Source: an optimization exercise on an open RTL-to-GDS flow (aim: small area and a short achievable clock period). Production flows keep margins and buffers that such runs may drop. No functional check of the RTL was part of any run shown here.

**design/flow/design.v**
```verilog
module matrix_multiplier (
    input clk,
    input reset,
    input start,
    input [7:0] in,
    output reg [15:0] o,
    output reg done
);
    reg        busy;
    reg [4:0]  cnt;           
    reg [7:0] ra [0:8];       
    reg [7:0] r0 [0:2];       
    reg [7:0] r1 [0:2];
    reg [7:0] r2 [0:2];
    wire load_a  = busy && cnt >= 5'd1  && cnt <= 5'd9;
    wire load_b0 = busy && cnt >= 5'd10 && cnt <= 5'd12;
    wire load_b1 = busy && cnt >= 5'd13 && cnt <= 5'd15;
    wire load_b2 = busy && cnt >= 5'd16 && cnt <= 5'd18;
    wire valid   = busy && cnt >= 5'd21 && cnt <= 5'd29;
    integer p;
    always @(posedge clk) begin
        ra[0] <= load_a ? in : ra[8];
        for (p = 1; p < 9; p = p + 1) ra[p] <= ra[p-1];
        r0[0] <= load_b0 ? in : r0[2];
        r1[0] <= load_b1 ? in : r1[2];
        r2[0] <= load_b2 ? in : r2[2];
        for (p = 1; p < 3; p = p + 1) begin
            r0[p] <= r0[p-1];
            r1[p] <= r1[p-1];
            r2[p] <= r2[p-1];
        end
    end
    reg [7:0] ha0;
    always @(posedge clk)
        if (busy && (cnt == 5'd17 || cnt == 5'd20 || cnt == 5'd23)) ha0 <= ra[6];
    wire [7:0] b0 = r0[1];    
    reg [7:0] ha1;
    always @(posedge clk)
        if (busy && (cnt == 5'd18 || cnt == 5'd21 || cnt == 5'd24)) ha1 <= ra[6];
    wire [7:0] b1 = r1[2];    
    reg [7:0] ha2;
    always @(posedge clk)
        if (busy && (cnt == 5'd19 || cnt == 5'd22 || cnt == 5'd25)) ha2 <= ra[6];
    wire [7:0] b2 = r2[0];    
    reg ha1e;
    always @(posedge clk)
        if (busy && (cnt == 5'd17 || cnt == 5'd20 || cnt == 5'd23)) ha1e <= ra[5][7];
    wire b1e = r1[1][0];
    wire s0_1 = (ha0[0] & b0[6]) ^ (ha0[1] & b0[5]);
    wire s0_2 = (ha0[0] & b0[6]) & (ha0[1] & b0[5]);
    wire s0_3, s0_4;
    fadd u_s0_3 ((ha0[0] & b0[7]), (ha0[1] & b0[6]), (ha0[2] & b0[5]), s0_3, s0_4);
    wire s0_5, s0_6;
    fadd u_s0_5 ((ha0[3] & b0[4]), (ha0[4] & b0[3]), (ha0[5] & b0[2]), s0_5, s0_6);
    wire s0_7, s0_8;
    fadd u_s0_7 ((ha0[1] & b0[7]), (ha0[2] & b0[6]), (ha0[3] & b0[5]), s0_7, s0_8);
    wire s0_9 = (ha0[4] & b0[4]) ^ (ha0[5] & b0[3]);
    wire s0_10 = (ha0[4] & b0[4]) & (ha0[5] & b0[3]);
    wire s0_11, s0_12;
    fadd u_s0_11 ((ha0[2] & b0[7]), (ha0[3] & b0[6]), (ha0[4] & b0[5]), s0_11, s0_12);
    wire s0_13 = (ha0[0] & b0[4]) ^ (ha0[1] & b0[3]);
    wire s0_14 = (ha0[0] & b0[4]) & (ha0[1] & b0[3]);
    wire s0_15, s0_16;
    fadd u_s0_15 ((ha0[0] & b0[5]), (ha0[1] & b0[4]), (ha0[2] & b0[3]), s0_15, s0_16);
    wire s0_17 = (ha0[3] & b0[2]) ^ (ha0[4] & b0[1]);
    wire s0_18 = (ha0[3] & b0[2]) & (ha0[4] & b0[1]);
    wire s0_19, s0_20;
    fadd u_s0_19 (s0_1, (ha0[2] & b0[4]), (ha0[3] & b0[3]), s0_19, s0_20);
    wire s0_21, s0_22;
    fadd u_s0_21 ((ha0[4] & b0[2]), (ha0[5] & b0[1]), (ha0[6] & b0[0]), s0_21, s0_22);
    wire s0_23, s0_24;
    fadd u_s0_23 (s0_2, s0_3, s0_5, s0_23, s0_24);
    wire s0_25, s0_26;
    fadd u_s0_25 ((ha0[6] & b0[1]), (ha0[7] & b0[0]), (ha1e & b1e), s0_25, s0_26);
    wire s0_27, s0_28;
    fadd u_s0_27 (s0_4, s0_6, s0_7, s0_27, s0_28);
    wire s0_29, s0_30;
    fadd u_s0_29 (s0_9, (ha0[6] & b0[2]), (ha0[7] & b0[1]), s0_29, s0_30);
    wire s0_31, s0_32;
    fadd u_s0_31 (s0_8, s0_10, s0_11, s0_31, s0_32);
    wire s0_33, s0_34;
    fadd u_s0_33 ((ha0[5] & b0[4]), (ha0[6] & b0[3]), (ha0[7] & b0[2]), s0_33, s0_34);
    wire s0_35, s0_36;
    fadd u_s0_35 (s0_12, (ha0[3] & b0[7]), (ha0[4] & b0[6]), s0_35, s0_36);
    wire s0_37, s0_38;
    fadd u_s0_37 ((ha0[5] & b0[5]), (ha0[6] & b0[4]), (ha0[7] & b0[3]), s0_37, s0_38);
    wire s0_39, s0_40;
    fadd u_s0_39 ((ha0[4] & b0[7]), (ha0[5] & b0[6]), (ha0[6] & b0[5]), s0_39, s0_40);
    wire s0_41 = (ha0[0] & b0[3]) ^ (ha0[1] & b0[2]);
    wire s0_42 = (ha0[0] & b0[3]) & (ha0[1] & b0[2]);
    wire s0_43, s0_44;
    fadd u_s0_43 (s0_13, (ha0[2] & b0[2]), (ha0[3] & b0[1]), s0_43, s0_44);
    wire s0_45, s0_46;
    fadd u_s0_45 (s0_14, s0_15, s0_17, s0_45, s0_46);
    wire s0_47, s0_48;
    fadd u_s0_47 (s0_16, s0_18, s0_19, s0_47, s0_48);
    wire s0_49, s0_50;
    fadd u_s0_49 (s0_20, s0_22, s0_23, s0_49, s0_50);
    wire s0_51, s0_52;
    fadd u_s0_51 (s0_24, s0_26, s0_27, s0_51, s0_52);
    wire s0_53, s0_54;
    fadd u_s0_53 (s0_28, s0_30, s0_31, s0_53, s0_54);
    wire s0_55, s0_56;
    fadd u_s0_55 (s0_32, s0_34, s0_35, s0_55, s0_56);
    wire s0_57, s0_58;
    fadd u_s0_57 (s0_36, s0_38, s0_39, s0_57, s0_58);
    wire s0_59, s0_60;
    fadd u_s0_59 (s0_40, (ha0[5] & b0[7]), (ha0[6] & b0[6]), s0_59, s0_60);
    wire s0_61 = (ha0[0] & b0[2]) ^ (ha0[1] & b0[1]);
    wire s0_62 = (ha0[0] & b0[2]) & (ha0[1] & b0[1]);
    wire s0_63, s0_64;
    fadd u_s0_63 (s0_41, (ha0[2] & b0[1]), (ha0[3] & b0[0]), s0_63, s0_64);
    wire s0_65, s0_66;
    fadd u_s0_65 (s0_42, s0_43, (ha0[4] & b0[0]), s0_65, s0_66);
    wire s0_67, s0_68;
    fadd u_s0_67 (s0_44, s0_45, (ha0[5] & b0[0]), s0_67, s0_68);
    wire s0_69, s0_70;
    fadd u_s0_69 (s0_46, s0_47, s0_21, s0_69, s0_70);
    wire s0_71, s0_72;
    fadd u_s0_71 (s0_48, s0_49, s0_25, s0_71, s0_72);
    wire s0_73, s0_74;
    fadd u_s0_73 (s0_50, s0_51, s0_29, s0_73, s0_74);
    wire s0_75, s0_76;
    fadd u_s0_75 (s0_52, s0_53, s0_33, s0_75, s0_76);
    wire s0_77, s0_78;
    fadd u_s0_77 (s0_54, s0_55, s0_37, s0_77, s0_78);
    wire s0_79, s0_80;
    fadd u_s0_79 (s0_56, s0_57, (ha0[7] & b0[4]), s0_79, s0_80);
    wire s0_81, s0_82;
    fadd u_s0_81 (s0_58, s0_59, (ha0[7] & b0[5]), s0_81, s0_82);
    wire s0_83, s0_84;
    fadd u_s0_83 (s0_60, (ha0[6] & b0[7]), (ha0[7] & b0[6]), s0_83, s0_84);
    reg q0_s0, q0_s1, q0_c1, q0_s2, q0_c2, q0_s3, q0_c3, q0_s4, q0_c4, q0_s5, q0_c5, q0_s6, q0_c6, q0_s7, q0_c7, q0_s8, q0_c8, q0_s9, q0_c9, q0_s10, q0_c10, q0_s11, q0_c11, q0_s12, q0_c12, q0_s13, q0_c13, q0_s14, q0_c14;
    always @(posedge clk) begin
        q0_s0 <= (ha0[0] & b0[0]);
        q0_s1 <= (ha0[0] & b0[1]);
        q0_c1 <= (ha0[1] & b0[0]);
        q0_s2 <= s0_61;
        q0_c2 <= (ha0[2] & b0[0]);
        q0_s3 <= s0_62;
        q0_c3 <= s0_63;
        q0_s4 <= s0_64;
        q0_c4 <= s0_65;
        q0_s5 <= s0_66;
        q0_c5 <= s0_67;
        q0_s6 <= s0_68;
        q0_c6 <= s0_69;
        q0_s7 <= s0_70;
        q0_c7 <= s0_71;
        q0_s8 <= s0_72;
        q0_c8 <= s0_73;
        q0_s9 <= s0_74;
        q0_c9 <= s0_75;
        q0_s10 <= s0_76;
        q0_c10 <= s0_77;
        q0_s11 <= s0_78;
        q0_c11 <= s0_79;
        q0_s12 <= s0_80;
        q0_c12 <= s0_81;
        q0_s13 <= s0_82;
        q0_c13 <= s0_83;
        q0_s14 <= s0_84;
        q0_c14 <= (ha0[7] & b0[7]);
    end
    wire s1_1 = (ha1[0] & b1[4]) ^ (ha1[1] & b1[3]);
    wire s1_2 = (ha1[0] & b1[4]) & (ha1[1] & b1[3]);
    wire s1_3, s1_4;
    fadd u_s1_3 ((ha1[0] & b1[5]), (ha1[1] & b1[4]), (ha1[2] & b1[3]), s1_3, s1_4);
    wire s1_5 = (ha1[3] & b1[2]) ^ (ha1[4] & b1[1]);
    wire s1_6 = (ha1[3] & b1[2]) & (ha1[4] & b1[1]);
    wire s1_7, s1_8;
    fadd u_s1_7 ((ha1[0] & b1[6]), (ha1[1] & b1[5]), (ha1[2] & b1[4]), s1_7, s1_8);
    wire s1_9, s1_10;
    fadd u_s1_9 ((ha1[3] & b1[3]), (ha1[4] & b1[2]), (ha1[5] & b1[1]), s1_9, s1_10);
    wire s1_11 = (ha1[6] & b1[0]) ^ q0_s6;
    wire s1_12 = (ha1[6] & b1[0]) & q0_s6;
    wire s1_13, s1_14;
    fadd u_s1_13 ((ha1[0] & b1[7]), (ha1[1] & b1[6]), (ha1[2] & b1[5]), s1_13, s1_14);
    wire s1_15, s1_16;
    fadd u_s1_15 ((ha1[3] & b1[4]), (ha1[4] & b1[3]), (ha1[5] & b1[2]), s1_15, s1_16);
    wire s1_17, s1_18;
    fadd u_s1_17 ((ha1[6] & b1[1]), q0_s7, q0_c7, s1_17, s1_18);
    wire s1_19, s1_20;
    fadd u_s1_19 ((ha1[1] & b1[7]), (ha1[2] & b1[6]), (ha1[3] & b1[5]), s1_19, s1_20);
    wire s1_21, s1_22;
    fadd u_s1_21 ((ha1[4] & b1[4]), (ha1[5] & b1[3]), (ha1[6] & b1[2]), s1_21, s1_22);
    wire s1_23, s1_24;
    fadd u_s1_23 ((ha1[7] & b1[1]), q0_s8, q0_c8, s1_23, s1_24);
    wire s1_25, s1_26;
    fadd u_s1_25 ((ha1[2] & b1[7]), (ha1[3] & b1[6]), (ha1[4] & b1[5]), s1_25, s1_26);
    wire s1_27, s1_28;
    fadd u_s1_27 ((ha1[5] & b1[4]), (ha1[6] & b1[3]), (ha1[7] & b1[2]), s1_27, s1_28);
    wire s1_29 = q0_s9 ^ q0_c9;
    wire s1_30 = q0_s9 & q0_c9;
    wire s1_31, s1_32;
    fadd u_s1_31 ((ha1[3] & b1[7]), (ha1[4] & b1[6]), (ha1[5] & b1[5]), s1_31, s1_32);
    wire s1_33, s1_34;
    fadd u_s1_33 ((ha1[6] & b1[4]), (ha1[7] & b1[3]), q0_s10, s1_33, s1_34);
    wire s1_35, s1_36;
    fadd u_s1_35 ((ha1[4] & b1[7]), (ha1[5] & b1[6]), (ha1[6] & b1[5]), s1_35, s1_36);
    wire s1_37 = (ha1[0] & b1[2]) ^ (ha1[1] & b1[1]);
    wire s1_38 = (ha1[0] & b1[2]) & (ha1[1] & b1[1]);
    wire s1_39, s1_40;
    fadd u_s1_39 ((ha1[0] & b1[3]), (ha1[1] & b1[2]), (ha1[2] & b1[1]), s1_39, s1_40);
    wire s1_41 = (ha1[3] & b1[0]) ^ q0_s3;
    wire s1_42 = (ha1[3] & b1[0]) & q0_s3;
    wire s1_43, s1_44;
    fadd u_s1_43 (s1_1, (ha1[2] & b1[2]), (ha1[3] & b1[1]), s1_43, s1_44);
    wire s1_45, s1_46;
    fadd u_s1_45 ((ha1[4] & b1[0]), q0_s4, q0_c4, s1_45, s1_46);
    wire s1_47, s1_48;
    fadd u_s1_47 (s1_2, s1_3, s1_5, s1_47, s1_48);
    wire s1_49, s1_50;
    fadd u_s1_49 ((ha1[5] & b1[0]), q0_s5, q0_c5, s1_49, s1_50);
    wire s1_51, s1_52;
    fadd u_s1_51 (s1_4, s1_6, s1_7, s1_51, s1_52);
    wire s1_53, s1_54;
    fadd u_s1_53 (s1_9, s1_11, q0_c6, s1_53, s1_54);
    wire s1_55, s1_56;
    fadd u_s1_55 (s1_8, s1_10, s1_12, s1_55, s1_56);
    wire s1_57, s1_58;
    fadd u_s1_57 (s1_13, s1_15, s1_17, s1_57, s1_58);
    wire s1_59, s1_60;
    fadd u_s1_59 (s1_14, s1_16, s1_18, s1_59, s1_60);
    wire s1_61, s1_62;
    fadd u_s1_61 (s1_19, s1_21, s1_23, s1_61, s1_62);
    wire s1_63, s1_64;
    fadd u_s1_63 (s1_20, s1_22, s1_24, s1_63, s1_64);
    wire s1_65, s1_66;
    fadd u_s1_65 (s1_25, s1_27, s1_29, s1_65, s1_66);
    wire s1_67, s1_68;
    fadd u_s1_67 (s1_26, s1_28, s1_30, s1_67, s1_68);
    wire s1_69, s1_70;
    fadd u_s1_69 (s1_31, s1_33, q0_c10, s1_69, s1_70);
    wire s1_71, s1_72;
    fadd u_s1_71 (s1_32, s1_34, s1_35, s1_71, s1_72);
    wire s1_73, s1_74;
    fadd u_s1_73 ((ha1[7] & b1[4]), q0_s11, q0_c11, s1_73, s1_74);
    wire s1_75, s1_76;
    fadd u_s1_75 (s1_36, (ha1[5] & b1[7]), (ha1[6] & b1[6]), s1_75, s1_76);
    wire s1_77, s1_78;
    fadd u_s1_77 ((ha1[7] & b1[5]), q0_s12, q0_c12, s1_77, s1_78);
    wire s1_79, s1_80;
    fadd u_s1_79 ((ha1[6] & b1[7]), (ha1[7] & b1[6]), q0_s13, s1_79, s1_80);
    wire s1_81 = (ha1[0] & b1[1]) ^ (ha1[1] & b1[0]);
    wire s1_82 = (ha1[0] & b1[1]) & (ha1[1] & b1[0]);
    wire s1_83, s1_84;
    fadd u_s1_83 (s1_37, (ha1[2] & b1[0]), q0_s2, s1_83, s1_84);
    wire s1_85, s1_86;
    fadd u_s1_85 (s1_38, s1_39, s1_41, s1_85, s1_86);
    wire s1_87, s1_88;
    fadd u_s1_87 (s1_40, s1_42, s1_43, s1_87, s1_88);
    wire s1_89, s1_90;
    fadd u_s1_89 (s1_44, s1_46, s1_47, s1_89, s1_90);
    wire s1_91, s1_92;
    fadd u_s1_91 (s1_48, s1_50, s1_51, s1_91, s1_92);
    wire s1_93, s1_94;
    fadd u_s1_93 (s1_52, s1_54, s1_55, s1_93, s1_94);
    wire s1_95, s1_96;
    fadd u_s1_95 (s1_56, s1_58, s1_59, s1_95, s1_96);
    wire s1_97, s1_98;
    fadd u_s1_97 (s1_60, s1_62, s1_63, s1_97, s1_98);
    wire s1_99, s1_100;
    fadd u_s1_99 (s1_64, s1_66, s1_67, s1_99, s1_100);
    wire s1_101, s1_102;
    fadd u_s1_101 (s1_68, s1_70, s1_71, s1_101, s1_102);
    wire s1_103, s1_104;
    fadd u_s1_103 (s1_72, s1_74, s1_75, s1_103, s1_104);
    wire s1_105, s1_106;
    fadd u_s1_105 (s1_76, s1_78, s1_79, s1_105, s1_106);
    wire s1_107, s1_108;
    fadd u_s1_107 (s1_80, (ha1[7] & b1[7]), q0_s14, s1_107, s1_108);
    wire s1_109 = s1_81 ^ q0_s1;
    wire s1_110 = s1_81 & q0_s1;
    wire s1_111, s1_112;
    fadd u_s1_111 (s1_82, s1_83, q0_c2, s1_111, s1_112);
    wire s1_113, s1_114;
    fadd u_s1_113 (s1_84, s1_85, q0_c3, s1_113, s1_114);
    wire s1_115, s1_116;
    fadd u_s1_115 (s1_86, s1_87, s1_45, s1_115, s1_116);
    wire s1_117, s1_118;
    fadd u_s1_117 (s1_88, s1_89, s1_49, s1_117, s1_118);
    wire s1_119, s1_120;
    fadd u_s1_119 (s1_90, s1_91, s1_53, s1_119, s1_120);
    wire s1_121, s1_122;
    fadd u_s1_121 (s1_92, s1_93, s1_57, s1_121, s1_122);
    wire s1_123, s1_124;
    fadd u_s1_123 (s1_94, s1_95, s1_61, s1_123, s1_124);
    wire s1_125, s1_126;
    fadd u_s1_125 (s1_96, s1_97, s1_65, s1_125, s1_126);
    wire s1_127, s1_128;
    fadd u_s1_127 (s1_98, s1_99, s1_69, s1_127, s1_128);
    wire s1_129, s1_130;
    fadd u_s1_129 (s1_100, s1_101, s1_73, s1_129, s1_130);
    wire s1_131, s1_132;
    fadd u_s1_131 (s1_102, s1_103, s1_77, s1_131, s1_132);
    wire s1_133, s1_134;
    fadd u_s1_133 (s1_104, s1_105, q0_c13, s1_133, s1_134);
    wire s1_135, s1_136;
    fadd u_s1_135 (s1_106, s1_107, q0_c14, s1_135, s1_136);
    reg q1_s0, q1_c0, q1_s1, q1_c1, q1_s2, q1_c2, q1_s3, q1_c3, q1_s4, q1_c4, q1_s5, q1_c5, q1_s6, q1_c6, q1_s7, q1_c7, q1_s8, q1_c8, q1_s9, q1_c9, q1_s10, q1_c10, q1_s11, q1_c11, q1_s12, q1_c12, q1_s13, q1_c13, q1_s14, q1_c14, q1_s15, q1_c15;
    always @(posedge clk) begin
        q1_s0 <= (ha1[0] & b1[0]);
        q1_c0 <= q0_s0;
        q1_s1 <= s1_109;
        q1_c1 <= q0_c1;
        q1_s2 <= s1_110;
        q1_c2 <= s1_111;
        q1_s3 <= s1_112;
        q1_c3 <= s1_113;
        q1_s4 <= s1_114;
        q1_c4 <= s1_115;
        q1_s5 <= s1_116;
        q1_c5 <= s1_117;
        q1_s6 <= s1_118;
        q1_c6 <= s1_119;
        q1_s7 <= s1_120;
        q1_c7 <= s1_121;
        q1_s8 <= s1_122;
        q1_c8 <= s1_123;
        q1_s9 <= s1_124;
        q1_c9 <= s1_125;
        q1_s10 <= s1_126;
        q1_c10 <= s1_127;
        q1_s11 <= s1_128;
        q1_c11 <= s1_129;
        q1_s12 <= s1_130;
        q1_c12 <= s1_131;
        q1_s13 <= s1_132;
        q1_c13 <= s1_133;
        q1_s14 <= s1_134;
        q1_c14 <= s1_135;
        q1_s15 <= s1_136;
        q1_c15 <= s1_108;
    end
    wire s2_1 = (ha2[0] & b2[4]) ^ (ha2[1] & b2[3]);
    wire s2_2 = (ha2[0] & b2[4]) & (ha2[1] & b2[3]);
    wire s2_3, s2_4;
    fadd u_s2_3 ((ha2[0] & b2[5]), (ha2[1] & b2[4]), (ha2[2] & b2[3]), s2_3, s2_4);
    wire s2_5 = (ha2[3] & b2[2]) ^ (ha2[4] & b2[1]);
    wire s2_6 = (ha2[3] & b2[2]) & (ha2[4] & b2[1]);
    wire s2_7, s2_8;
    fadd u_s2_7 ((ha2[0] & b2[6]), (ha2[1] & b2[5]), (ha2[2] & b2[4]), s2_7, s2_8);
    wire s2_9, s2_10;
    fadd u_s2_9 ((ha2[3] & b2[3]), (ha2[4] & b2[2]), (ha2[5] & b2[1]), s2_9, s2_10);
    wire s2_11 = (ha2[6] & b2[0]) ^ q1_s6;
    wire s2_12 = (ha2[6] & b2[0]) & q1_s6;
    wire s2_13, s2_14;
    fadd u_s2_13 ((ha2[0] & b2[7]), (ha2[1] & b2[6]), (ha2[2] & b2[5]), s2_13, s2_14);
    wire s2_15, s2_16;
    fadd u_s2_15 ((ha2[3] & b2[4]), (ha2[4] & b2[3]), (ha2[5] & b2[2]), s2_15, s2_16);
    wire s2_17, s2_18;
    fadd u_s2_17 ((ha2[6] & b2[1]), q1_s7, q1_c7, s2_17, s2_18);
    wire s2_19, s2_20;
    fadd u_s2_19 ((ha2[1] & b2[7]), (ha2[2] & b2[6]), (ha2[3] & b2[5]), s2_19, s2_20);
    wire s2_21, s2_22;
    fadd u_s2_21 ((ha2[4] & b2[4]), (ha2[5] & b2[3]), (ha2[6] & b2[2]), s2_21, s2_22);
    wire s2_23, s2_24;
    fadd u_s2_23 ((ha2[7] & b2[1]), q1_s8, q1_c8, s2_23, s2_24);
    wire s2_25, s2_26;
    fadd u_s2_25 ((ha2[2] & b2[7]), (ha2[3] & b2[6]), (ha2[4] & b2[5]), s2_25, s2_26);
    wire s2_27, s2_28;
    fadd u_s2_27 ((ha2[5] & b2[4]), (ha2[6] & b2[3]), (ha2[7] & b2[2]), s2_27, s2_28);
    wire s2_29 = q1_s9 ^ q1_c9;
    wire s2_30 = q1_s9 & q1_c9;
    wire s2_31, s2_32;
    fadd u_s2_31 ((ha2[3] & b2[7]), (ha2[4] & b2[6]), (ha2[5] & b2[5]), s2_31, s2_32);
    wire s2_33, s2_34;
    fadd u_s2_33 ((ha2[6] & b2[4]), (ha2[7] & b2[3]), q1_s10, s2_33, s2_34);
    wire s2_35, s2_36;
    fadd u_s2_35 ((ha2[4] & b2[7]), (ha2[5] & b2[6]), (ha2[6] & b2[5]), s2_35, s2_36);
    wire s2_37 = (ha2[0] & b2[2]) ^ (ha2[1] & b2[1]);
    wire s2_38 = (ha2[0] & b2[2]) & (ha2[1] & b2[1]);
    wire s2_39, s2_40;
    fadd u_s2_39 ((ha2[0] & b2[3]), (ha2[1] & b2[2]), (ha2[2] & b2[1]), s2_39, s2_40);
    wire s2_41 = (ha2[3] & b2[0]) ^ q1_s3;
    wire s2_42 = (ha2[3] & b2[0]) & q1_s3;
    wire s2_43, s2_44;
    fadd u_s2_43 (s2_1, (ha2[2] & b2[2]), (ha2[3] & b2[1]), s2_43, s2_44);
    wire s2_45, s2_46;
    fadd u_s2_45 ((ha2[4] & b2[0]), q1_s4, q1_c4, s2_45, s2_46);
    wire s2_47, s2_48;
    fadd u_s2_47 (s2_2, s2_3, s2_5, s2_47, s2_48);
    wire s2_49, s2_50;
    fadd u_s2_49 ((ha2[5] & b2[0]), q1_s5, q1_c5, s2_49, s2_50);
    wire s2_51, s2_52;
    fadd u_s2_51 (s2_4, s2_6, s2_7, s2_51, s2_52);
    wire s2_53, s2_54;
    fadd u_s2_53 (s2_9, s2_11, q1_c6, s2_53, s2_54);
    wire s2_55, s2_56;
    fadd u_s2_55 (s2_8, s2_10, s2_12, s2_55, s2_56);
    wire s2_57, s2_58;
    fadd u_s2_57 (s2_13, s2_15, s2_17, s2_57, s2_58);
    wire s2_59, s2_60;
    fadd u_s2_59 (s2_14, s2_16, s2_18, s2_59, s2_60);
    wire s2_61, s2_62;
    fadd u_s2_61 (s2_19, s2_21, s2_23, s2_61, s2_62);
    wire s2_63, s2_64;
    fadd u_s2_63 (s2_20, s2_22, s2_24, s2_63, s2_64);
    wire s2_65, s2_66;
    fadd u_s2_65 (s2_25, s2_27, s2_29, s2_65, s2_66);
    wire s2_67, s2_68;
    fadd u_s2_67 (s2_26, s2_28, s2_30, s2_67, s2_68);
    wire s2_69, s2_70;
    fadd u_s2_69 (s2_31, s2_33, q1_c10, s2_69, s2_70);
    wire s2_71, s2_72;
    fadd u_s2_71 (s2_32, s2_34, s2_35, s2_71, s2_72);
    wire s2_73, s2_74;
    fadd u_s2_73 ((ha2[7] & b2[4]), q1_s11, q1_c11, s2_73, s2_74);
    wire s2_75, s2_76;
    fadd u_s2_75 (s2_36, (ha2[5] & b2[7]), (ha2[6] & b2[6]), s2_75, s2_76);
    wire s2_77, s2_78;
    fadd u_s2_77 ((ha2[7] & b2[5]), q1_s12, q1_c12, s2_77, s2_78);
    wire s2_79, s2_80;
    fadd u_s2_79 ((ha2[6] & b2[7]), (ha2[7] & b2[6]), q1_s13, s2_79, s2_80);
    wire s2_81 = (ha2[0] & b2[1]) ^ (ha2[1] & b2[0]);
    wire s2_82 = (ha2[0] & b2[1]) & (ha2[1] & b2[0]);
    wire s2_83, s2_84;
    fadd u_s2_83 (s2_37, (ha2[2] & b2[0]), q1_s2, s2_83, s2_84);
    wire s2_85, s2_86;
    fadd u_s2_85 (s2_38, s2_39, s2_41, s2_85, s2_86);
    wire s2_87, s2_88;
    fadd u_s2_87 (s2_40, s2_42, s2_43, s2_87, s2_88);
    wire s2_89, s2_90;
    fadd u_s2_89 (s2_44, s2_46, s2_47, s2_89, s2_90);
    wire s2_91, s2_92;
    fadd u_s2_91 (s2_48, s2_50, s2_51, s2_91, s2_92);
    wire s2_93, s2_94;
    fadd u_s2_93 (s2_52, s2_54, s2_55, s2_93, s2_94);
    wire s2_95, s2_96;
    fadd u_s2_95 (s2_56, s2_58, s2_59, s2_95, s2_96);
    wire s2_97, s2_98;
    fadd u_s2_97 (s2_60, s2_62, s2_63, s2_97, s2_98);
    wire s2_99, s2_100;
    fadd u_s2_99 (s2_64, s2_66, s2_67, s2_99, s2_100);
    wire s2_101, s2_102;
    fadd u_s2_101 (s2_68, s2_70, s2_71, s2_101, s2_102);
    wire s2_103, s2_104;
    fadd u_s2_103 (s2_72, s2_74, s2_75, s2_103, s2_104);
    wire s2_105, s2_106;
    fadd u_s2_105 (s2_76, s2_78, s2_79, s2_105, s2_106);
    wire s2_107, s2_108;
    fadd u_s2_107 (s2_80, (ha2[7] & b2[7]), q1_s14, s2_107, s2_108);
    wire s2_109 = (ha2[0] & b2[0]) ^ q1_s0;
    wire s2_110 = (ha2[0] & b2[0]) & q1_s0;
    wire s2_111, s2_112;
    fadd u_s2_111 (s2_81, q1_s1, q1_c1, s2_111, s2_112);
    wire s2_113, s2_114;
    fadd u_s2_113 (s2_82, s2_83, q1_c2, s2_113, s2_114);
    wire s2_115, s2_116;
    fadd u_s2_115 (s2_84, s2_85, q1_c3, s2_115, s2_116);
    wire s2_117, s2_118;
    fadd u_s2_117 (s2_86, s2_87, s2_45, s2_117, s2_118);
    wire s2_119, s2_120;
    fadd u_s2_119 (s2_88, s2_89, s2_49, s2_119, s2_120);
    wire s2_121, s2_122;
    fadd u_s2_121 (s2_90, s2_91, s2_53, s2_121, s2_122);
    wire s2_123, s2_124;
    fadd u_s2_123 (s2_92, s2_93, s2_57, s2_123, s2_124);
    wire s2_125, s2_126;
    fadd u_s2_125 (s2_94, s2_95, s2_61, s2_125, s2_126);
    wire s2_127, s2_128;
    fadd u_s2_127 (s2_96, s2_97, s2_65, s2_127, s2_128);
    wire s2_129, s2_130;
    fadd u_s2_129 (s2_98, s2_99, s2_69, s2_129, s2_130);
    wire s2_131, s2_132;
    fadd u_s2_131 (s2_100, s2_101, s2_73, s2_131, s2_132);
    wire s2_133, s2_134;
    fadd u_s2_133 (s2_102, s2_103, s2_77, s2_133, s2_134);
    wire s2_135, s2_136;
    fadd u_s2_135 (s2_104, s2_105, q1_c13, s2_135, s2_136);
    wire s2_137, s2_138;
    fadd u_s2_137 (s2_106, s2_107, q1_c14, s2_137, s2_138);
    wire s2_139, s2_140;
    fadd u_s2_139 (s2_108, q1_s15, q1_c15, s2_139, s2_140);
    reg q2_s0, q2_c0, q2_s1, q2_c1, q2_s2, q2_c2, q2_s3, q2_c3, q2_s4, q2_c4, q2_s5, q2_c5, q2_s6, q2_c6, q2_s7, q2_c7, q2_s8, q2_c8, q2_s9, q2_c9, q2_s10, q2_c10, q2_s11, q2_c11, q2_s12, q2_c12, q2_s13, q2_c13, q2_s14, q2_c14, q2_s15, q2_c15, q2_x7;
    always @(posedge clk) begin
        q2_s0 <= s2_109;
        q2_c0 <= q1_c0;
        q2_s1 <= s2_110;
        q2_c1 <= s2_111;
        q2_s2 <= s2_112;
        q2_c2 <= s2_113;
        q2_s3 <= s2_114;
        q2_c3 <= s2_115;
        q2_s4 <= s2_116;
        q2_c4 <= s2_117;
        q2_s5 <= s2_118;
        q2_c5 <= s2_119;
        q2_s6 <= s2_120;
        q2_c6 <= s2_121;
        q2_s7 <= s2_122;
        q2_c7 <= s2_123;
        q2_s8 <= s2_124;
        q2_c8 <= s2_125;
        q2_s9 <= s2_126;
        q2_c9 <= s2_127;
        q2_s10 <= s2_128;
        q2_c10 <= s2_129;
        q2_s11 <= s2_130;
        q2_c11 <= s2_131;
        q2_s12 <= s2_132;
        q2_c12 <= s2_133;
        q2_s13 <= s2_134;
        q2_c13 <= s2_135;
        q2_s14 <= s2_136;
        q2_c14 <= s2_137;
        q2_s15 <= s2_138;
        q2_c15 <= s2_139;
        q2_x7 <= (ha2[7] & b2[0]);
    end
    wire [15:0] sum_s = {q2_s15, q2_s14, q2_s13, q2_s12, q2_s11, q2_s10, q2_s9, q2_s8, q2_s7, q2_s6, q2_s5, q2_s4, q2_s3, q2_s2, q2_s1, q2_s0};
    wire [15:0] sum_c = {q2_c15, q2_c14, q2_c13, q2_c12, q2_c11, q2_c10, q2_c9, q2_c8, q2_c7, q2_c6, q2_c5, q2_c4, q2_c3, q2_c2, q2_c1, q2_c0};
    wire [15:0] sum = sum_s + sum_c + {8'd0, q2_x7, 7'd0};
    always @(posedge clk or posedge reset) begin
        if (reset) begin
            busy <= 1'b0;
            cnt  <= 5'd0;
            o    <= 16'd0;
            done <= 1'b0;
        end else begin
            o    <= valid ? sum : 16'd0;
            done <= busy && (cnt == 5'd29 || cnt == 5'd30);
            if (busy) begin
                cnt <= cnt + 5'd1;
                if (cnt == 5'd30) busy <= 1'b0;
            end else if (start) begin
                busy <= 1'b1;
                cnt  <= 5'd1;
            end
        end
    end
endmodule
module fadd (input a, input b, input c, output s, output co);
    assign s  = a ^ b ^ c;
    assign co = (a & b) | (a & c) | (b & c);
endmodule
```
**design/flow/config.mk**
```make
export PLATFORM = sky130hd
export DESIGN_NAME = matrix_multiplier
export DESIGN_NICKNAME = matrix_multiplier
export VERILOG_FILES = /design/flow/design.v
export SDC_FILE = /design/flow/constraint.sdc
export NUM_CORES = 4
export LEC_CHECK = 0
export CAP_MARGIN = 20
export CORE_MARGIN = 2
export CORE_UTILIZATION = 40
export SETUP_SLACK_MARGIN = 5
export SLEW_MARGIN = 20
export SYNTH_HIERARCHICAL = 1
export SYNTH_MINIMUM_KEEP_SIZE = 0
```
**design/flow/run.sh**
```bash
#!/bin/bash
# synth_recipe.tcl (not shown) runs the flow's synth.tcl, then flattens the netlist and writes it again
# the make line also repeats each setting of config.mk as NAME=value (left out here)
make -C /OpenROAD-flow-scripts/flow DESIGN_CONFIG=/design/flow/config.mk WORK_HOME=/design/flow/orfs CLKGATE_MAP_FILE= SYNTH_SCRIPT=/design/flow/synth_recipe.tcl finish
```
**design/flow/constraint.sdc**
```tcl
create_clock -name core_clock -period 8.0 [get_ports {clk}]
set_input_delay 1.6000 -clock core_clock [delete_from_list [all_inputs] [get_ports {clk}]]
set_output_delay 1.6000 -clock core_clock [all_outputs]
set_load 0.01 [all_outputs]
```
==> results of run 1 <==
## logic make-up after synthesis
group	after synthesis	synth area share
flops	286	0.489
simple gates	265	0.125
fa+ha+maj	215	0.312
compound gates	48	0.0260
mux	33	0.0297
buf+inv	23	0.00753
xor+xnor	14	0.00985
## flip-flops by register name (all words and copies together), names as in the netlist, 5 cells and up
signal  cells
ra         72
r0         24
r1         24
r2         24
o          16
ha0         8
ha1         8
ha2         8
cnt         5
## Yosys stat by module, one instance, submodules excluded
module | cells inside | cell area [µm²] | flops+latches | times used
fadd | 1 | 20.0 | 0 | 158
matrix_multiplier | 726 | 9290 | 286 | 1
## synthesized netlist by cell type (2+ instances only)
library cell,number
and3_1,3
nor2b_1,3
nand3_1,2
and2_1,192
clkbuf_1,3
inv_1,14
xor2_1,5
o21ai_1,2
ha_1,55
mux2_2,23
nor2_1,28
xnor2_1,9
fa_1,160
a21oi_1,17
a21oi_2,2
a21o_1,2
nand2_1,14
o21a_1,2
edfxtp_1,25
dfrtp_1,23
o21ai_0,7
nor3_1,8
buf_2,6
o31ai_1,2
o211ai_1,5
mux2_1,9
dfxtp_1,238
nand4_1,3
nand2b_1,3
## placed cells by master (no fill, tap or decap), types with 3 or more instances in the layout
cell type,count
ha_1,55
clkinv_2,5
nor3_1,8
xor2_1,5
bufinv_16,6
inv_6,3
nand4_1,3
fa_1,160
and3_1,3
mux2_2,23
o21ai_0,7
mux2_1,9
dfrtp_1,23
inv_1,14
dlygate4sd2_1,17
nor2_1,28
nor2b_1,3
nand2_1,14
and2_1,192
clkdlybuf4s50_1,10
clkbuf_16,30
dfxtp_1,238
xnor2_1,9
edfxtp_1,25
clkinvlp_4,4
clkinv_4,3
o211ai_1,5
nand2b_1,3
a21oi_1,17
## area by class of cell
type / instances / area, µm² / area share
clock buffers: 33 / 772 / 0.0541
clock inverters: 23 / 324 / 0.0227
inverters: 14 / 52.6 / 0.00368
multi-input cells: 575 / 6290 / 0.440
flip-flops and latches: 286 / 6090 / 0.427
well taps: 396 / 495 / 0.0347
repair buffers: 28 / 256 / 0.0180
## metal layers
layer  track usage  wire length, µm  share of wire
met1         0.205            10800           0.49
met2         0.230            10000           0.45
met3        0.0230              888          0.040
met4        0.0355              441          0.020
met5             0                0              0
## stage by stage
| step | area [µm²] | hold slack [ns] |
|---|---|---|
| floorplan | 12500 | 0.310 |
| global placement | 13200 | 0.310 |
| detailed placement | 13200 | 0.312 |
| CTS | 14300 | 0.326 |
| global route | 14300 | 0.329 |
| finish | 14300 | 0.321 |
## how the worst min path moves through the flow
| stage | depth (start not counted) | startpoint | endpoint |
|---|---|---|---|
| after floorplan | 0 | q0_s0 | q1_c0 |
| after global placement | 0 | ra[3][6] | ra[4][6] |
| after detailed placement | 0 | r1[1][5] | r1[2][5] |
| after CTS | 0 | r1[0][5] | r1[1][5] |
| after global routing | 0 | ra[1][2] | ra[2][2] |
| final | 0 | r1[0][5] | r1[1][5] |
==> impl_metrics.py, run 1 <==
metrics = {
    "min_path": {
        "min_path_type": "reg2reg",
    },
    "yosys": {
        "ys_warn_count": 11,
        "synthTopCellsByArea": "dfxtp_1 38%, fa_1 26%, and2_1 9.6%",
        "ys_async_sr_fraction": 0.0804,
        "synth_edf_count": 25,
        "syn_area_um2": 12500,
        "synth_ff_type": "dfxtp_1",
        "ys_seq_elements": 286,
        "synth_seq_area_share": 0.489,
        "synth_top_cell_area_share": 0.383,
        "synthCells": 884,
        "synth_nets": 1110,
        "syn_area_per_cell_um2": 14.1,
        "synth.distinct_cells": 48,
        "yosys.area.top_type": "dfxtp_1",
    },
    "clock_network": {
        "insertion_delay_ns": 0.57,
        "cts_setup_buffers": 0,
        "cts.sinks": 286,
        "root_buffer": "clkbuf_16",
        "hold_buffers": 0,
        "cts_resized": 17,
        "htreeDepth": 1,
        "cts_tree": "built",
        "clkTransAtPathRegs_ns": 0.06,
        "cts_buffers": 30,
        "cts_max_path_buffers": 3,
    },
    "worst_setup_path": {
        "endpoint": "done",
        "crit_fanout": 1,
        "slowest_stage": "dfrtp_1",
        "r2r_slack_ns": 5.18,
        "r2r_end": "q1_c10",
        "start_kind": "flop",
        "cp_data_arrival_time_ns": 1.24,
        "crit_buf_inv": 1,
        "path_class": "reg2out",
        "cp.depth": 1,
        "crit_chain": "dlygate4sd2_1",
        "cp_top_family": "flip-flops",
        "critPathLaunch": "done",
        "max_stage_delay_ns": 0.38,
        "r2r_cells": 5,
        "critPathRequiredTime_ns": 6.40,
        "rr_startpoint": "ha1[3]",
        "worst_setup_path_end_kind": "output port",
    },
    "routing": {
        "dr.pass1.iters": 4,
        "initialDrtViolationCount": 201,
        "wl_mm": 22.2,
        "wire_per_inst_um": 16.4,
        "via_count": 6311,
        "vias_per_cell": 4.66,
        "drc_errors": 0,
        "ant_nets": 0,
    },
    "sta": {
        "final_max_slew_viol_count": 0,
        "finalSetupTns_ns": 0,
        "tightest_slew_ns": 0.930,
        "finalCritPeriodShare": 0.355,
        "setup_viol": 0,
        "grt_setup_unrepaired": "no",
        "fmax_mhz": 352,
        "slew-limit-headroom": 0.380,
        "min_period_ns": 2.84,
        "clock-skew-final_ns": 0.0366,
        "worst_slack_ns": 5.16,
        "hold_viol_final": 0,
    },
    "global_routing": {
        "grt_pass1_vias": 6902,
        "antenna_found_initial": 0,
        "grt_max_degree": 24,
        "grt_overflow": 0,
        "grt_usage": 0.144,
        "grt_pass1_wl_mm": 37.5,
    },
    "finish": {
        "fin_nets": 1161,
        "drive_gt1_frac": 0.0949,
        "fin_cells": 1355,
        "fin_util": 0.467,
        "area_growth_pct": 14.7,
        "fillers": 2724,
        "antenna_cells": 0,
    },
    "die": {
        "row_count": 64,
        "die_y_um": 180,
        "io_pins": 28,
        "coreArea_um2": 30600,
        "die_w_um": 180,
        "dieArea_um2": 32600,
        "start_util": 0.407,
    },
    "place": {
        "dp_slack_ns": 5.20,
        "place_congestion": 0.838,
        "dp.final_hpwl_mm": 17.1,
        "io_buffers": 27,
        "dp.cells": 1299,
    },
    "job": {
        "maxCapViolCount": 0,
    },
    "outcome": {
        "status": "complete, no violations",
    },
}
==> run 2: changes to the inputs <==
--- a/design/flow/config.mk
+++ b/design/flow/config.mk
@@ -10,2 +10,3 @@
 export CORE_UTILIZATION = 40
+export CTS_BUF_LIST = sky130_fd_sc_hd__clkbuf_4 sky130_fd_sc_hd__clkbuf_8
 export SETUP_SLACK_MARGIN = 5
==> run 2 against run 1 <==
Core utilization fell by 0.23 points. Sequential cell count did not move. Via count rose by 1.3%. Still clean. Critical path type unchanged. Routed wire length rose by 1.2%. Global-route usage rose by 0.29 points.
==> impl_metrics.py, run 2 <==
metrics = {
    "outcome": {
        "status": "complete, no violations",
    },
    "finish": {
        "largest_reg_flops": 72,
        "fin_cells": 1384,
        "regMostFlops": "ra",
        "drive_gt1_frac": 0.122,
        "area_growth_pct": 14.1,
        "fin_nets": 1178,
        "final_cell_mix": "238 x dfxtp_1, 192 x and2_1, 160 x fa_1, 60 x clkbuf_8, 55 x ha_1",
        "antenna_cells": 0,
        "layout_commonest_cell": "dfxtp_1",
        "fillers": 2750,
    },
    "place": {
        "io_buffers": 27,
        "dp_slack_ns": 5.20,
        "dp.final_hpwl_mm": 17.1,
        "dp.cells": 1299,
        "place_congestion": 0.838,
    },
    "global_routing": {
        "grt_max_degree": 24,
        "grt_pass1_vias": 7123,
        "grt_pass1_wl_mm": 37.9,
        "gr-usage-met3": 0.0291,
        "antenna_found_initial": 0,
        "grt_usage": 0.147,
        "busiest_layer": "met2",
        "grtUsageMet1": 0.205,
        "grt_overflow": 0,
        "use_met2": 0.232,
    },
    "worst_setup_path": {
        "slowest_stage": "dfrtp_1",
        "rr_startpoint": "ha2[3]",
        "path_class": "reg2out",
        "endpoint": "done",
        "crit_fanout": 1,
        "crit_chain": "dlygate4sd2_1",
        "max_stage_delay_ns": 0.38,
        "r2r_end": "q2_c7",
        "start_kind": "flop",
        "worst_setup_path_end_kind": "output port",
        "cp_data_arrival_time_ns": 1.22,
        "cp.depth": 1,
        "crit_buf_inv": 1,
        "r2r_cells": 5,
        "critPathRequiredTime_ns": 6.40,
        "cp_top_family": "flip-flops",
        "critPathLaunch": "done",
        "r2r_slack_ns": 5.20,
    },
    "die": {
        "die_y_um": 180,
        "start_util": 0.407,
        "dieArea_um2": 32600,
        "row_count": 64,
        "die_w_um": 180,
        "io_pins": 28,
        "coreArea_um2": 30600,
    },
    "yosys": {
        "synthCells": 884,
        "syn_area_um2": 12500,
        "synth_seq_area_share": 0.489,
        "synth_edf_count": 25,
        "synth_top_cells_by_count": "238 x dfxtp_1, 192 x and2_1, 160 x fa_1",
        "synth_ff_type": "dfxtp_1",
        "ys_seq_elements": 286,
        "synth_nets": 1110,
        "ys_async_sr_fraction": 0.0804,
        "yosys.area.top_type": "dfxtp_1",
        "synth_top_cell_area_share": 0.383,
        "synth.distinct_cells": 48,
        "yosys.cell_count.top_type": "dfxtp_1",
        "ys_warn_count": 11,
        "syn_area_per_cell_um2": 14.1,
        "synthTopCellsByArea": "dfxtp_1 38%, fa_1 26%, and2_1 9.6%",
    },
    "min_path": {
        "min_path_type": "reg2reg",
        "min-delay-start": "r1[1][7]",
    },
    "clock_network": {
        "htreeDepth": 2,
        "cts_setup_buffers": 0,
        "root_buffer": "clkbuf_8",
        "cts_max_path_buffers": 3,
        "cts_buffers": 47,
        "insertion_delay_ns": 0.56,
        "cts_tree": "built",
        "clkTransAtPathRegs_ns": 0.06,
        "cts.sinks": 286,
    },
    "sta": {
        "setup_viol": 0,
        "finalCritPeriodShare": 0.353,
        "grt_setup_unrepaired": "no",
        "fmax_mhz": 355,
        "hold_viol_final": 0,
        "tightest_slew_ns": 0.949,
        "finalSetupTns_ns": 0,
        "slew-limit-headroom": 0.367,
        "min_period_ns": 2.82,
        "worst_slack_ns": 5.18,
        "clock-skew-final_ns": 0.0208,
        "final_max_slew_viol_count": 0,
    },
    "routing": {
        "initialDrtViolationCount": 207,
        "wl_mm": 22.4,
        "wire_per_inst_um": 16.2,
        "ant_nets": 0,
        "dr.pass1.iters": 4,
        "vias_per_cell": 4.62,
        "drc_errors": 0,
        "via_count": 6392,
    },
    "job": {
        "maxCapViolCount": 0,
    },
}
[run 2: changes by cell type in the layout (fill, tap and decap cells not counted), moves of 2 or more]
cell and change:
clkbuf_8 +59, clkbuf_16 -30, clkbuf_4 +13, bufinv_16 -5, clkinv_4 -3, clkinvlp_4 -3, clkbuf_1 -2, clkinv_2 +2
inv_6 -2
[run 2: layer usage]
layer	part of all wire	up-vias
met1	0.49	3224
met5	0	-
li1	-	3019
met3	0.042	38
met2	0.46	111
met4	0.017	0
[run 2: per-module statistics from Yosys (local to each module, per instance)]
module / cells / area (µm²) / times used / flops+latches
matrix_multiplier: 726 / 9290 / 1 / 286
fadd: 1 / 20.0 / 158 / 0
[run 2: cells by family (layout without fill, tap and decap cells)]
logic type,Yosys count,count (layout),synth area share
adder cells (fa/ha/maj),215,215,0.312
buffers and inverters,23,127,0.00753
flip-flops,286,286,0.489
AND/OR/NAND/NOR,265,265,0.125
multiplexers,33,33,0.0297
AO/OA/AOI/OAI,48,48,0.0260
XOR/XNOR,14,14,0.00985
[run 2: cell type report]
cell class | count | area, µm² | share of cell area
multi-input combinational | 575 | 6290 | 0.443
sequential | 286 | 6090 | 0.429
clock buffer | 73 | 923 | 0.0650
tap | 396 | 495 | 0.0349
timing repair buffer | 28 | 256 | 0.0181
clock inverter | 12 | 101 | 0.00713
inverter | 14 | 52.6 | 0.00370
[run 2: how the worst min path moves through the flow]
| stage | endpoint | slack, ns | cells past startpoint |
|---|---|---|---|
| 2_1_floorplan | q1_c0 | 0.31 | 0 |
| 3_3_place_gp | ra[4][6] | 0.31 | 0 |
| 3_5_place_dp | r1[2][5] | 0.31 | 0 |
| 4_1_cts | r1[2][7] | 0.32 | 0 |
| 5_1_grt | r1[2][7] | 0.33 | 0 |
| 6_report | r1[2][7] | 0.32 | 0 |
[run 2: stage by stage]
| step | util | area (µm²) | hold slack, ns |
|---|---|---|---|
| 2_1_floorplan | - | 12500 | 0.310 |
| 3_3_place_gp | 0.431 | 13200 | 0.310 |
| 3_5_place_dp | 0.432 | 13200 | 0.312 |
| 4_1_cts | 0.464 | 14200 | 0.322 |
| 5_1_grt | 0.464 | 14200 | 0.327 |
| 6_report | 0.464 | 14200 | 0.321 |
[run 2: what timing repair did]
item,CTS,global route
gates resized for setup,17,0
endpoints found under the setup margin,17,0
hold buffers,0,0

[afterwards: timing with drivers on the ports]
The results above use ideal ports. As a check the final layouts listed here were re-extracted and re-timed, cells and wires unchanged. Step 1 (the two cells are an assumption about what drives the block):
set clk [get_ports {clk}]
set_driving_cell -lib_cell sky130_fd_sc_hd__clkbuf_16 $clk
set_driving_cell -lib_cell sky130_fd_sc_hd__buf_2 [delete_from_list [all_inputs] $clk]
Step 2 also shifts input and output timing later by t, the mid clock arrival at the registers, as if the neighbouring blocks saw the same clock. a / b / c = no drivers / after step 1 / after step 2; a / b = the first two.
| run | t, ns | setup slack, ns | slew at the worst register clock pin (ns) |
|---|---|---|---|
| run 1 | 0.601 | 5.160 / 5.111 / 5.182 | 0.06 / 0.06 |
| run 2 | 0.591 | 5.180 / 5.136 / 5.199 | 0.06 / 0.06 |
After both steps setup and hold are still met in every run listed.
